This is an optimization exercise on Yosys and OpenROAD, whose aim is small area, a short achievable clock period and few clock cycles, not a production implementation.
RTL that was checked went through simulation tests only; none was proved equivalent to the original.
The clock input has no modelled driver; a real chip could not lean on it and would need a root buffer or a full tree.

==> flow/design.v <==
module HT_OP (
    input         merge,
    input  [47:0] wl,
    input  [2:0]  xin,
    input  [7:0]  vld,
    input  [4:0]  newslot,
    input         hold,
    input  [14:0] pin,
    output [47:0] wo,
    output [14:0] po,
    output [2:0]  k,
    output [4:0]  sum
);
    function lt6;
        input [5:0] a, b;
        integer n;
        reg res;
        begin
            res = 1'b0;
            for (n = 0; n < 6; n = n + 1)
                res = (~a[n] & b[n]) | ((~a[n] | b[n]) & res);
            lt6 = res;
        end
    endfunction
    wire [5:0] w [0:7];
    wire [5:0] r [0:7];
    wire [7:0] c;
    wire [5:0] x;
    genvar i, s;
    generate
        for (i = 0; i < 8; i = i + 1) begin : UNP
            assign w[i] = wl[6*i +: 6];
        end
        for (i = 0; i < 8; i = i + 1) begin : REM
            if (i < 6) begin : SH
                assign r[i] = merge ? w[i+2] : {3'b000, w[i][2:0]};
            end else begin : TL
                assign r[i] = {3'b000, w[i][2:0]};
            end
            if (i < 6) begin : CM
                assign c[i] = vld[i] & lt6(r[i], x);
            end else begin : CI
                assign c[i] = vld[i] & lt6(r[i], {3'b000, xin});
            end
        end
    endgenerate
    assign sum = w[0][3:0] + w[1][3:0];
    assign x = merge ? {1'b0, sum} : {3'b000, xin};
    assign k[2] = c[3];
    assign k[1] = (c[1] & ~c[3]) | c[5];
    assign k[0] = (c[0] & ~c[1]) | (c[2] & ~c[3]) | (c[4] & ~c[5]) | c[6];
    generate
        for (i = 0; i < 8; i = i + 1) begin : INS
            if (i == 0) begin : F
                assign wo[6*i +: 6] = c[i] ? r[i] : x;
            end else begin : N
                assign wo[6*i +: 6] = c[i] ? r[i] : (c[i-1] ? x : r[i-1]);
            end
        end
        for (s = 0; s < 5; s = s + 1) begin : SLOT
            wire [2:0] p = pin[3*s +: 3];
            assign po[3*s +: 3] = newslot[s] ? k : (p + {2'b00, ~hold & (p >= k)});
        end
    endgenerate
endmodule
module HT_PATH (
    input  [2:0] p,
    input  [2:0] k1, k2, k3,
    input  [1:0] k4, k5,
    input        k6,
    output [7:1] h,
    output [7:1] b
);
    function [6:1] step;
        input [7:1] g;
        input [2:0] km;
        integer i;
        begin
            step = 6'd0;
            for (i = 1; i <= 6; i = i + 1)
                step[i] = (i <= km) ? (~g[2] | ((i + 2 <= 7) ? g[(i + 2) % 8] : 1'b0))
                                    : g[i + 1];
        end
    endfunction
    wire [7:1] g1;
    genvar i;
    generate
        for (i = 1; i <= 7; i = i + 1) begin : T1
            assign g1[i] = (p >= i);
        end
    endgenerate
    wire [6:1] g2 = step(g1, k1);
    wire [6:1] g3w = step({1'b0, g2}, k2);
    wire [5:1] g3 = g3w[5:1];
    wire [6:1] g4w = step({2'b00, g3}, k3);
    wire [6:1] g5w = step({3'b000, g4w[4:1]}, {1'b0, k4});
    wire [6:1] g6w = step({4'b0000, g5w[3:1]}, {1'b0, k5});
    wire [6:1] g7w = step({5'b00000, g6w[2:1]}, {2'b00, k6});
    wire [4:1] g4 = g4w[4:1];
    wire [3:1] g5 = g5w[3:1];
    wire [2:1] g6 = g6w[2:1];
    wire       g7 = g7w[1];
    assign h = {1'b1, ~g6[2], ~g5[2], ~g4[2], ~g3[2], ~g2[2], ~g1[2]};
    assign b = {~g7, ~g6[1], ~g5[1], ~g4[1], ~g3[1], ~g2[1], ~g1[1]};
endmodule
`timescale 1ns/1ps
module HT_TOP (
    input  wire       clk,
    input  wire       rst_n,
    input  wire       in_valid,
    input  wire [2:0] in_weight,
    input  wire       out_mode,
    output reg        out_valid,
    output reg        out_code
);
reg  [3:0]  t;
reg         pend;
reg         mode_q;
reg  [14:0] ptr;
reg  [2:0]  sc;       
reg  [2:0]  m;        
reg  [3:0]  w0, w1, w3, w4, w5, w6;
reg  [4:0]  w2;
reg  [2:0]  w7;
wire [47:0] wl = {3'd0, w7, 2'd0, w6, 2'd0, w5, 2'd0, w4, 2'd0, w3,
                  1'b0, w2, 2'd0, w1, 2'd0, w0};
wire [2:0] u     = t[2:0];
wire       merge = t[3] & ~(u[2] & (u[1] | u[0]));
wire       keep  = t[3] & u[2] & (u[1] | u[0]);
wire [4:0] newslot;
assign newslot[0] = ~t[3] & (u == 3'd4);
assign newslot[1] = ~t[3] & (mode_q ? (u == 3'd2) : (u == 3'd5));
assign newslot[2] = ~t[3] & (mode_q ? (u == 3'd5) : (u == 3'd6));
assign newslot[3] = ~t[3] & (mode_q ? (u == 3'd0) : (u == 3'd7));
assign newslot[4] = ~t[3] & (mode_q ? (u == 3'd1) : (u == 3'd3));
wire [7:0] vld;
genvar v;
generate
    for (v = 0; v < 8; v = v + 1) begin : VLD
        assign vld[v] = keep | (merge ? (u + v < 6) : (u > v));
    end
endgenerate
wire [47:0] wa;
wire [14:0] pa;
wire [2:0]  ka;
wire [4:0]  sa;
HT_OP u_a (
    .merge(merge), .wl(wl), .xin(keep ? 3'd7 : w7), .vld(vld),
    .newslot(newslot), .hold(t[3]),
    .pin(ptr), .wo(wa), .po(pa), .k(ka), .sum(sa)
);
wire fin  = (t == 4'd13);
reg [2:0] ps;
always @(*) begin
    case (sc)
        3'd0:    ps = ptr[2:0];
        3'd1:    ps = ptr[5:3];
        3'd2:    ps = ptr[8:6];
        3'd3:    ps = ptr[11:9];
        default: ps = ptr[14:12];
    endcase
end
wire k6a = (w2 < sa);
wire k6  = fin ? k6a : w0[0];
wire [7:1] h, b;
HT_PATH u_path (.p(ps), .k1(w3[2:0]), .k2(w4[2:0]), .k3(w5[2:0]),
                .k4(w6[1:0]), .k5(w7[1:0]), .k6(k6), .h(h), .b(b));
wire [7:1] rest = h & ((7'd1 << (m - 3'd1)) - 7'd1);
reg  [2:0] mn;
always @(*) begin
    casez (rest)
        7'b?1?????: mn = 3'd6;
        7'b?01????: mn = 3'd5;
        7'b?001???: mn = 3'd4;
        7'b?0001??: mn = 3'd3;
        7'b?00001?: mn = 3'd2;
        7'b?000001: mn = 3'd1;
        default:    mn = 3'd7;
    endcase
end
wire more = (rest != 7'd0);
wire bit_m = b[m];
wire snd  = (t == 4'd14);
wire idle = ~t[3] & ~pend;
wire emit = fin | snd;
wire last = ~more & (sc == 3'd4);
always @(posedge clk) begin
    mode_q <= out_mode;
    ptr <= pa;
    if (emit) begin
        m  <= mn;
        sc <= more ? sc : sc + 3'd1;
    end else begin
        m  <= 3'd7;
        sc <= 3'd0;
    end
    w7 <= in_valid ? in_weight : merge ? ka : wa[44:42];
    {w6, w5, w4, w3, w2} <=
        {wa[39:36], wa[33:30], wa[27:24], wa[21:18], wa[16:12]};
    {w1, w0[3:1]} <= {wa[9:6], wa[3:1]};
    w0[0] <= fin ? k6a : wa[0];
end
always @(posedge clk) begin
    pend      <= in_valid;
    out_valid <= emit;
    out_code  <= emit & bit_m;
end
always @(posedge clk or negedge rst_n) begin
    if (!rst_n)
        t <= 4'd0;
    else if ((snd & last) | idle)
        t <= 4'd0;
    else if (!snd)
        t <= t + 4'd1;
end
endmodule
clock: 32.0 ns
lec_check: 0
abc_area: 1
cap_margin: 0
core_margin: 2
core_utilization: 60
gpl_timing_driven: 0
slew_margin: 0
standard.sh (not shown) runs the stock make flow with config.mk's settings and CLKGATE_MAP_FILE= SYNTH_SCRIPT=/design/flow/synth_recipe.tcl, a recipe that flattens the netlist after the stock synthesis.
==> flow/flow/run.sh <==
#!/bin/bash
# Layout: the standard ORFS flow (standard.sh), with these changes:
#  - synthesis: no half/full adder cell extraction (ADDER_MAP_FILE empty),
#    and ABC maps with flow/area.abc (see flow/own_synth.tcl);
#  - ports are buffered with buf_2 cells instead of the default choice;
#  - clock tree: four clkbuf_16 cells fed by the clock port, one per
#    cluster of flip-flops (flow/own_cts.tcl, flow/own_clock.tcl), in place
#    of TritonCTS's H-tree.
# make's full output goes to standard.log; ORFS keeps each step's log under
# orfs/logs.
set -uo pipefail
export OWN_WORK_DIR=$PWD
export OWN_FLOW_DIR=$PWD/flow
bash standard.sh "SYNTH_SCRIPT=$OWN_FLOW_DIR/own_synth.tcl" ADDER_MAP_FILE= \
    "BUFFER_PORTS_ARGS=-buffer_cell sky130_fd_sc_hd__buf_2" \
    "PRE_CTS_TCL=$OWN_FLOW_DIR/own_cts.tcl" \
    finish > standard.log 2>&1
status=$?
tail -n 30 standard.log
exit $status
Other scripts of this flow, unchanged in this note and not shown: flow/flow/area.abc, flow/flow/own_clock.tcl, flow/flow/own_cts.tcl, flow/flow/own_synth.tcl
Testbench counts at the start, summed over its fixed seeds: cycles 10,705.
==> next run, changes <==
--- a/flow/design.v
+++ b/flow/design.v
@@ -113,9 +113,8 @@
     output reg        out_valid,
     output reg        out_code
 );
 reg  [3:0]  t;
-reg         pend;
 reg         mode_q;
 reg  [14:0] ptr;
 reg  [2:0]  sc;       
 reg  [2:0]  m;        
@@ -180,9 +179,9 @@
 end
 wire more = (rest != 7'd0);
 wire bit_m = b[m];
 wire snd  = (t == 4'd14);
-wire idle = ~t[3] & ~pend;
+wire idle = (t == 4'd15);
 wire emit = fin | snd;
 wire last = ~more & (sc == 3'd4);
 always @(posedge clk) begin
     mode_q <= out_mode;
@@ -200,17 +199,14 @@
     {w1, w0[3:1]} <= {wa[9:6], wa[3:1]};
     w0[0] <= fin ? k6a : wa[0];
 end
 always @(posedge clk) begin
-    pend      <= in_valid;
     out_valid <= emit;
     out_code  <= emit & bit_m;
 end
 always @(posedge clk or negedge rst_n) begin
     if (!rst_n)
-        t <= 4'd0;
-    else if ((snd & last) | idle)
-        t <= 4'd0;
-    else if (!snd)
+        t <= 4'd15;
+    else if (idle ? in_valid : snd ? last : 1'b1)
         t <= t + 4'd1;
 end
 endmodule
Result: Setup slack is worse by 0.33 ns; first-iteration DRC count came out lower by about 27%; critical path depth grows by 3; sequential share of layout area decreases by 0.57 points; core utilization climbs by 0.82 points; hold slack gains 0.036 ns; via count is higher by about 3.3%; area after synthesis shrinks by about 0.5%.
For the second run of this note, only the layout was checked, not whether the RTL still works. In every run of this note, the design's own scripts or RTL, not TritonCTS, make the clock network.

static timing again, ports no longer ideal:
How much do the figures lean on ideal ports? The routed layouts below were timed once more, with nothing changed but the port constraints.
Step 1: set_driving_cell puts a clkbuf_16 on clk and a buf_2 on each other input, an assumption about the parent block.
Step 2, shift: input delay + t, output delay - t, t = (earliest + latest rising clock arrival at the registers) / 2. This alone moves slack from input paths to output paths.
Slacks: ideal ports / drivers / drivers and shift; pairs: ideal ports / drivers.
run	t (ns)	slack for setup (ns)	hold slack, ns
the first run	0.221	25.032 / 24.969 / 24.871	0.505 / 0.505 / 0.505
the second run	0.214	24.704 / 24.762 / 24.549	0.541 / 0.541 / 0.541
After both steps setup and hold are still met in every run listed. The setup slack of the first run, which loses most, moves by -0.063 ns with the drivers and by -0.161 ns with both steps.
